From an optimization exercise on the open Yosys and OpenROAD flow, aimed at small area, a short achievable clock period and few clock cycles per item; shortcuts taken in it are not production practice.

==> job 8793: inputs <==
==> flow/design.v (excerpt) <==
module SQRT(
	CLK, RST,
	START,
	DATA_IN,
	DATA_OUT,
	DONE
);
==> module SQRT, before the edit <==
module SQRT(
	CLK, RST,
	START,
	DATA_IN,
	DATA_OUT,
	DONE
);
input			CLK, RST;
input			START;
input [15:0]	DATA_IN;
output [15:0]	DATA_OUT;
output			DONE;
reg			done_r;		 
reg [2:0]	iter;		 
reg			first;		 
reg [1:0]	nib;		 
reg [15:0]	X;			 
reg [15:0]	G;			 
reg [11:0]	Q;			 
reg [7:0]	R;			 
function [8:0] DSTEP;
	input [7:0] r;
	input       b;
	input [7:0] d;
	reg   [7:0] t, g, p, gn, pn;
	reg         q;
	integer     i, k;
	begin
		t = {r[6:0], b};
		for (i = 0; i < 8; i = i + 1) begin
			g[i] = ~t[i] & d[i];
			p[i] = ~(t[i] ^ d[i]);
		end
		for (k = 1; k < 8; k = k * 2) begin
			gn = g; pn = p;
			for (i = k; i < 8; i = i + 1) begin
				gn[i] = g[i] | (p[i] & g[i-k]);
				pn[i] = p[i] & p[i-k];
			end
			g = gn; p = pn;
		end
		q = r[7] | ~g[7];
		DSTEP[8] = q;
		DSTEP[0] = q ? (t[0] ^ d[0]) : t[0];
		for (i = 1; i < 8; i = i + 1)
			DSTEP[i] = q ? (t[i] ^ d[i] ^ g[i-1]) : t[i];
	end
endfunction
wire [7:0]	gi    = G[15:8];
wire		last  = (nib == 2'd3);
reg [3:0]	xb;
always @(*) begin
	case (nib)
	2'd0: xb = X[15:12];
	2'd1: xb = X[11:8];
	2'd2: xb = X[7:4];
	default: xb = X[3:0];
	endcase
end
wire [7:0]	r0 = first ? (nib[0] ? {4'b0000, X[15:12]} : 8'd0) : R;
wire [8:0]	s3 = DSTEP(r0,       xb[3], gi);
wire [8:0]	s2 = DSTEP(s3[7:0],  xb[2], gi);
wire [8:0]	s1 = DSTEP(s2[7:0],  xb[1], gi);
wire [8:0]	s0 = DSTEP(s1[7:0],  xb[0], gi);
wire [3:0]	qn = {s3[8], s2[8], s1[8], s0[8]};
wire [11:0]	hi0 = G[15:4] + Q;
wire [11:0]	hi1 = G[15:4] + Q + 12'd1;
wire [4:0]	lo  = {1'b0, G[3:0]} + {1'b0, qn};
wire [15:0]	sum = {lo[4] ? hi1 : hi0, lo[3:0]};
function SKIPS;
	input [11:0] h;		 
	input [3:0]  xt;	 
	begin
		SKIPS = (|h[11:9]) | (xt < h[8:5]);
	end
endfunction
wire		sk0 = SKIPS(hi0, X[15:12]);
wire		sk1 = SKIPS(hi1, X[15:12]);
wire		skn = lo[4] ? sk1 : sk0;
wire [15:0]	ea  = {DATA_IN[15:4], 4'b0000};
wire [15:0]	eb  = ~{3'b000, DATA_IN[15:4], 1'b0};
wire [15:0]	ek  = 16'h0038;
wire [15:0]	ex  = ea ^ eb ^ ek;
wire [15:0]	ec  = (ea & eb) | (ek & (ea ^ eb));
wire [15:0]	g0  = ex + {ec[14:0], 1'b1};
wire		take = done_r & START;
wire		sk_in = |DATA_IN[15:8] | (&DATA_IN[7:4]);
always @(posedge CLK or posedge RST) begin
	if (RST)
		done_r <= 1'b1;
	else if (done_r)
		done_r <= ~START;
	else if (last && iter == 3'd4)
		done_r <= 1'b1;
end
always @(posedge CLK) begin
	R   <= s0[7:0];
	Q   <= first ? {8'd0, qn} : {Q[7:0], qn};
end
always @(posedge CLK) begin
	if (take) begin
		X     <= DATA_IN;
		G     <= g0;
		iter  <= 3'd0;
		first <= 1'b1;
		nib   <= {1'b0, sk_in};
	end else if (!done_r) begin
		if (last) begin
			G     <= {1'b0, sum[15:1]};
			iter  <= iter + 3'd1;
			first <= 1'b1;
			nib   <= {1'b0, skn};
		end else begin
			first <= 1'b0;
			nib   <= nib + 2'd1;
		end
	end
end
assign DONE     = done_r;
assign DATA_OUT = G;
endmodule
clock: 34.0 ns
lec_check: 0
abc_area: 1
cap_margin: 20
core_margin: 2
core_utilization: 40
slew_margin: 20
standard.sh (not shown) runs the stock make flow with config.mk's settings and CLKGATE_MAP_FILE= SYNTH_SCRIPT=/design/flow/synth_recipe.tcl, a recipe that flattens the netlist after the stock synthesis.
==> flow/flow/run.sh <==
#!/bin/bash
# Standard layout, with repair_timing aiming for 26 ns of setup slack
# (the clock period and constraints are the design's own).
set -euo pipefail
bash standard.sh SETUP_SLACK_MARGIN=26 finish > make_finish.log 2>&1
==> inputs of job 7082, as changes to job 8793 <==
==> flow/design.v (replaced) <==
module SQRT(
	CLK, RST,
	START,
	DATA_IN,
	DATA_OUT,
	DONE
);
input			CLK, RST;
input			START;
input [15:0]	DATA_IN;
output [15:0]	DATA_OUT;
output			DONE;
reg			done_r;		 
reg			init_r;		 
reg [2:0]	iter;		 
reg [1:0]	cnt;		 
reg [15:0]	X;			 
reg [15:0]	G;			 
reg [11:0]	Q;			 
reg [7:0]	R;			 
wire [7:0]	gi    = G[15:8];
wire		first = (cnt == 2'd0);
wire		skip  = first & (|G[15:12]);
wire [1:0]	nib   = first ? {1'b0, skip} : cnt;
wire		last  = (nib == 2'd3);
reg [3:0]	xb;
always @(*) begin
	case (nib)
	2'd0: xb = X[15:12];
	2'd1: xb = X[11:8];
	2'd2: xb = X[7:4];
	default: xb = X[3:0];
	endcase
end
wire [7:0]	r0 = first ? (skip ? {4'b0000, X[15:12]} : 8'd0) : R;
function [8:0] DSTEP;
	input [7:0] r;
	input       b;
	input [7:0] d;
	reg   [9:0] t;
	begin
		t = {1'b0, r, b} - {2'b00, d};
		if (t[9])
			DSTEP = {1'b0, r[6:0], b};
		else
			DSTEP = {1'b1, t[7:0]};
	end
endfunction
wire [8:0]	s3 = DSTEP(r0,       xb[3], gi);
wire [8:0]	s2 = DSTEP(s3[7:0],  xb[2], gi);
wire [8:0]	s1 = DSTEP(s2[7:0],  xb[1], gi);
wire [8:0]	s0 = DSTEP(s1[7:0],  xb[0], gi);
wire [3:0]	qn = {s3[8], s2[8], s1[8], s0[8]};
wire [11:0]	hi0 = G[15:4] + Q;
wire [11:0]	hi1 = G[15:4] + Q + 12'd1;
wire [4:0]	lo  = {1'b0, G[3:0]} + {1'b0, qn};
wire [15:0]	sum = {lo[4] ? hi1 : hi0, lo[3:0]};
wire [15:0]	g0  = 16'h0038 + 16'd14 * {4'b0000, X[15:4]};
always @(posedge CLK or posedge RST) begin
	if (RST) begin
		done_r <= 1'b1;
		init_r <= 1'b0;
	end else if (done_r) begin
		if (START) begin
			done_r <= 1'b0;
			init_r <= 1'b1;
		end
	end else if (init_r) begin
		init_r <= 1'b0;
	end else if (last && iter == 3'd4) begin
		done_r <= 1'b1;
	end
end
always @(posedge CLK) begin
	if (done_r) begin
		if (START)
			X <= DATA_IN;
	end else if (init_r) begin
		G    <= g0;
		iter <= 3'd0;
		cnt  <= 2'd0;
	end else begin
		R   <= s0[7:0];
		Q   <= first ? {8'd0, qn} : {Q[7:0], qn};
		cnt <= nib + 2'd1;
		if (last) begin
			G    <= {1'b0, sum[15:1]};
			iter <= iter + 3'd1;
		end
	end
end
assign DONE     = done_r;
assign DATA_OUT = G;
endmodule
==> flow/run.sh (new file) <==
#!/bin/bash
# synth_recipe.tcl (not shown) runs the flow's synth.tcl, then flattens the netlist and writes it again
# the make line also repeats each setting of config.mk as NAME=value (left out here)
make -C /OpenROAD-flow-scripts/flow DESIGN_CONFIG=/design/flow/config.mk WORK_HOME=/design/flow/orfs CLKGATE_MAP_FILE= SYNTH_SCRIPT=/design/flow/synth_recipe.tcl finish
removed: flow/flow/run.sh
removed: flow/standard.sh
==> results.json <==
{
  "drt_iter0_drc": 367,
  "cp.arrival_ns": 10.11,
  "timing.hold.ws_ns": 0.5814,
  "nonClockInverterCount": 124,
  "status": "no timing/DRC/antenna violations"
}
(the above is from job 7082)
==> results.json <==
{
  "status": "no timing/DRC/antenna violations",
  "ys.flop_type": "edfxtp_1",
  "io-pin-count": 36,
  "drt_iter0_drc": 349,
  "cp.arrival_ns": 8.69
}
(the above is from job 8793)
Function was not checked in any run of this note: the RTL went through the layout flow alone.

==> afterwards: timing with drivers on the ports <==
The flow's constraints put no driver on any port. The routed layouts listed below were extracted and timed again, unchanged, in two steps.
Step 1 (the two cells are an assumption about what drives the block):
set clk [get_ports {CLK}]
set_driving_cell -lib_cell sky130_fd_sc_hd__clkbuf_16 $clk
set_driving_cell -lib_cell sky130_fd_sc_hd__buf_2 [delete_from_list [all_inputs] $clk]
Step 2, shift: input delay + t, output delay - t, t = (earliest + latest rising clock arrival at the registers) / 2. This alone moves slack from input paths to output paths.
Three values: no drivers, after step 1, after step 2; two values: the first two.
| run | t (ns) | setup WS [ns] | clock arrival spread, ns | worst slew at a driven data input, ns | pins driven straight from the clock port |
|---|---|---|---|---|---|
| job 8793 | 0.366 | 25.388 / 25.367 / 25.001 | 0.008 / 0.008 | 0.06 | 1 |
| job 7082 | 0.368 | 23.981 / 23.981 / 23.981 | 0.010 / 0.011 | 0.04 | 1 |
After both steps setup and hold are still met in every run listed. For job 8793, which loses most, drivers alone change the setup slack by -0.021 ns; drivers and shift together by -0.387 ns.
